This is an optimization exercise on Yosys and OpenROAD, whose aim is small area, a short achievable clock period and few clock cycles, not a production implementation.
RTL that was checked went through simulation tests only; none was proved equivalent to the original.
Power figures rest on the tool's default switching activity, not on a simulated workload.

// CPU_6507
module CPU_6507(
	output [12:0] addr_bus,
	output [7:0] d_out,
	input [7:0] d_in,
	output reg wenb,
	input clk,
	input rstb,
	input rdy
);
clock: 9.0 ns
lec_check: 0
abc_area: 1
cap_margin: 20
core_margin: 2
core_utilization: 60
slew_margin: 20
standard.sh (not shown) runs the stock make flow with config.mk's settings and CLKGATE_MAP_FILE= SYNTH_SCRIPT=/design/flow/synth_recipe.tcl, a recipe that flattens the netlist after the stock synthesis.
==> flow/flow/run.sh <==
#!/bin/bash
set -euo pipefail
bash standard.sh "BUFFER_PORTS_ARGS=-buffer_cell sky130_fd_sc_hd__buf_4" SETUP_SLACK_MARGIN=5.8 finish > flow_make.log 2>&1
==> next run, changes <==
--- a/flow/design.v
+++ b/flow/design.v
@@ -77,31 +77,35 @@
 		3'b010: cw_mod = {SDL, M00, C0, OP_SHR};
 		3'b011: cw_mod = {SDL, M00, CC, OP_SHR};
 		3'b110: cw_mod = {SDL, MFF, C0, OP_ADD};
 		default: cw_mod = {SDL, M00, C1, OP_ADD};
 	endcase
 end
 wire [8:0] idxsel = use_y ? SY : SX;
 wire [8:0] stsel = cc[0] ? SA : cc[1] ? SX : SY;
 wire [15:0] CW_STORE = {stsel, M00, C0, OP_OR};
-wire [7:0] d = d_in;
-wire co_rA = d[7] ? (~d[6] & d[5] & ~d[4]) : (d[6] | d[1]);    
-wire co_rX = d[7] & (d[1] ? (d[6] | ~d[5]) : (d[6] & d[5]));    
-wire co_rY = d[7] & ~d[1] & ~d[5];                              
-wire co_rS = d[7] & d[1] & ~d[6] & d[5] & d[4];                 
-wire co_rPH = ~d[7] & ~d[3];                                    
-wire co_rP = ~d[7] & d[3] & ~d[6] & ~d[1];                      
-wire co_mInv = d[7] & ~d[5] & ~d[4] & ~(d[6] ^ d[1]);           
-wire co_cOne = d[7] & d[6] & ~d[1];                             
-wire co_cC = ~d[7] & d[5] & d[1];                               
-wire [2:0] co_op = {~d[7] & d[1], d[7] & ~d[6] & (d[5] | d[4] | d[1]), ~d[7] & d[6] & d[1]};
-wire [15:0] cw_op = {co_rA, co_rX, co_rY, co_rS, 1'b0, co_rPH, 1'b0, 1'b0, co_rP,
-	1'b0, co_mInv, co_cOne, co_cC, co_op};
+reg [15:0] cw_op;
+always @(*) begin
+	casez (d_in)
+		8'b00?0_1010: cw_op = {SA, M00, C0, OP_SHL} | {9'h0, 2'b0, 1'b0, d_in[5], 3'b0};
+		8'b01?0_1010: cw_op = {SA, M00, C0, OP_SHR} | {9'h0, 2'b0, 1'b0, d_in[5], 3'b0};
+		8'h8A, 8'h9A: cw_op = {SX, M00, C0, OP_OR};
+		8'hAA, 8'hA8, 8'h48: cw_op = {SA, M00, C0, OP_OR};
+		8'hBA: cw_op = {SS, M00, C0, OP_OR};
+		8'h98: cw_op = {SY, M00, C0, OP_OR};
+		8'hE8: cw_op = {SX, M00, C1, OP_ADD};
+		8'hCA: cw_op = {SX, MFF, C0, OP_ADD};
+		8'hC8: cw_op = {SY, M00, C1, OP_ADD};
+		8'h88: cw_op = {SY, MFF, C0, OP_ADD};
+		8'h00: cw_op = {SPH, M00, C0, OP_OR};
+		default: cw_op = {SP, M00, C0, OP_OR};
+	endcase
+end
 reg [15:0] cw_nx;
 always @(*) begin
 	case (st)
 		T0: cw_nx = cw_op;
 		T1: begin
 			if (m_imm) cw_nx = cw_exec;
 			else if (is_branch) cw_nx = {SPL, MDL, C0, OP_ADD};
 			else if (m_zp) cw_nx = CW_STORE;
 			else if (m_izy) cw_nx = CW_ALINC;
Effect:
- setup slack is better by 0.055 ns
- flip-flop and latch count is unchanged
- power decreases by about 2.2%
- clock power goes down by about 5.6%
- combinational power fell by about 3%
Testbench counts after the change, summed over its fixed seeds: cycles 244,174.
Function not checked in the first run of this note: the RTL went through the layout flow alone.

--- another note on this design; it stands on its own ---

==> flow/design.v (excerpt) <==
module CPU_6507(
	output [12:0] addr_bus,
	output [7:0] d_out,
	input [7:0] d_in,
	output reg wenb,
	input clk,
	input rstb,
	input rdy
);
export LEC_CHECK = 0
export ABC_AREA = 1
export CAP_MARGIN = 20
export CORE_MARGIN = 2
export CORE_UTILIZATION = 60
export SLEW_MARGIN = 20
create_clock -name core_clock -period 9.0 [get_ports {clk}]
standard.sh (not shown) runs the stock make flow with config.mk's settings and CLKGATE_MAP_FILE= SYNTH_SCRIPT=/design/flow/synth_recipe.tcl, a recipe that flattens the netlist after the stock synthesis.
==> flow/flow/run.sh <==
#!/bin/bash
set -euo pipefail
bash standard.sh ADDER_MAP_FILE= "BUFFER_PORTS_ARGS=-buffer_cell sky130_fd_sc_hd__buf_4" SETUP_SLACK_MARGIN=5.8 finish > flow_make.log 2>&1
The first run produced a clean layout.
Change:
==> flow/flow/run.sh (replaced) <==
#!/bin/bash
set -euo pipefail
bash standard.sh SETUP_SLACK_MARGIN=5.5 finish > flow_make.log 2>&1
After rerunning: Sequential cell count does not change; maximum frequency came out lower by 6.7%; worst setup slack got worse by 0.24 ns; non-clock buffer count came out lower by 38; count of clock-buffer cells in the layout came out higher by 2; synthesized cell count came out lower by about 3.2%.
No run of this note included a check of the RTL's function; only the layout flow was run.


Another version of the RTL of CPU_6507 (not shown whole).
Size in the first run: roughly 1400 cells after synthesis, about 110 flip-flops, ~8500 sq um of cells after synthesis.
clock: 9.0 ns
lec_check: 0
abc_area: 1
cap_margin: 20
core_margin: 2
core_utilization: 60
slew_margin: 20
==> flow/flow/run.sh <==
#!/bin/bash
set -euo pipefail
bash standard.sh SETUP_SLACK_MARGIN=6.0 finish > flow_make.log 2>&1
The first run went through all stages and came out clean.
Testbench counts at the start, summed over its fixed seeds: cycles 244,174.
Then changed:
==> flow/flow/run.sh (replaced) <==
#!/bin/bash
set -euo pipefail
W=$PWD
sed -e "s#^\(\s*\)log_cmd abc {\*}\$abc_args#\1log_cmd abc {*}[lreplace \$abc_args 1 1 $W/flow/abc_nf.script]#" \
    "$FLOW_HOME/scripts/synth.tcl" > "$W/flow_synth_core.tcl"
grep -q 'abc_nf.script' "$W/flow_synth_core.tcl"
sed -e "s#source \$::env(SCRIPTS_DIR)/synth.tcl#source $W/flow_synth_core.tcl#" \
    "$W/synth_recipe.tcl" > "$W/flow_synth.tcl"
grep -q "flow_synth_core.tcl" "$W/flow_synth.tcl"
bash standard.sh SYNTH_SCRIPT="$W/flow_synth.tcl" "BUFFER_PORTS_ARGS=-buffer_cell sky130_fd_sc_hd__buf_4" SETUP_SLACK_MARGIN=5.8 finish > "$W/flow_make.log" 2>&1
==> flow/flow/abc_nf.script (new file) <==
strash
&get -n
&dch -f
&nf
&put
topo
stime -c
buffer -c
upsize -c
dnsize -c
ABC_AREA = default   (was 1)
Outcome: Clock skew barely changes. Setup slack degrades by 0.31 ns. Sequential share of layout area rose by 1.3 points. Die area fell by 2.3%. Core utilization fell by 4.3 points. Via count fell by 12%. Cell area fell by 6.7%.


CPU_6507, a different RTL version from the one above (not shown whole).
For scale: about 1400 cells after synthesis.
Settings: LEC_CHECK=0, ABC_AREA=1, CAP_MARGIN=20, CORE_MARGIN=2, CORE_UTILIZATION=60, SLEW_MARGIN=20; clock period 9.0 ns.
run.sh (not shown) runs the stock make flow with config.mk's settings and CLKGATE_MAP_FILE= SYNTH_SCRIPT=/design/flow/synth_recipe.tcl, a recipe that flattens the netlist after the stock synthesis.
Stock flow here: none of the scripts above is used.
Testbench counts at the start, summed over its fixed seeds: cycles 244,174.
Rerun with:
--- a/flow/config.mk
+++ b/flow/config.mk
@@ -11,2 +11,3 @@
 export CORE_UTILIZATION = 60
+export SETUP_SLACK_MARGIN = 5
 export SLEW_MARGIN = 20
=> Wire length rose by 0.92%; via count rises by 1.2%; core utilization came out higher by 1.1 points; power rose by 0.67%; register-to-register slack hardly moves; design area increases by 1.7%; sequential cell count does not change; die area stays the same; final cell count increases by 0.55%; critical path depth rises by 5; setup slack improves by 1200 ps.

-- re-timing with driven ports --
The flow's constraints put no driver on any port. The routed layouts listed below were extracted and timed again, unchanged, in two steps. Step 1 sets driving cells, clkbuf_16 on the clock port and buf_2 on the other inputs (assumed; they add their load-dependent delay and slew). Step 2 also shifts input and output timing later by t, the mid clock arrival at the registers, as if the neighbouring blocks saw the same clock. a / b / c = no drivers / after step 1 / after step 2; a / b = the first two.
run | shift t [ns] | setup slack, ns | worst slew at a driven data input, ns
the first run of note 1 | 0.409 | 5.685 / 5.638 / 5.457 | 0.03
the second run of note 1 | 0.416 | 5.739 / 5.693 / 5.535 | 0.03
the first run of note 2 | 0.416 | 5.633 / 5.586 / 5.309 | 0.07
the second run of note 2 | 0.412 | 5.391 / 5.391 / 5.106 | 0.03
the first run of note 3 | 0.411 | 5.733 / 5.689 / 5.626 | 0.04
the second run of note 3 | 0.411 | 5.426 / 5.380 / 5.239 | 0.06
the first run of note 4 | 0.407 | 3.841 / 3.794 / 4.201 | 0.03
the second run of note 4 | 0.403 | 5.019 / 5.007 / 4.642 | 0.03
After both steps setup and hold are still met in every run listed. For the second run of note 4, which loses most, drivers alone change the setup slack by -0.012 ns; drivers and shift together by -0.377 ns.
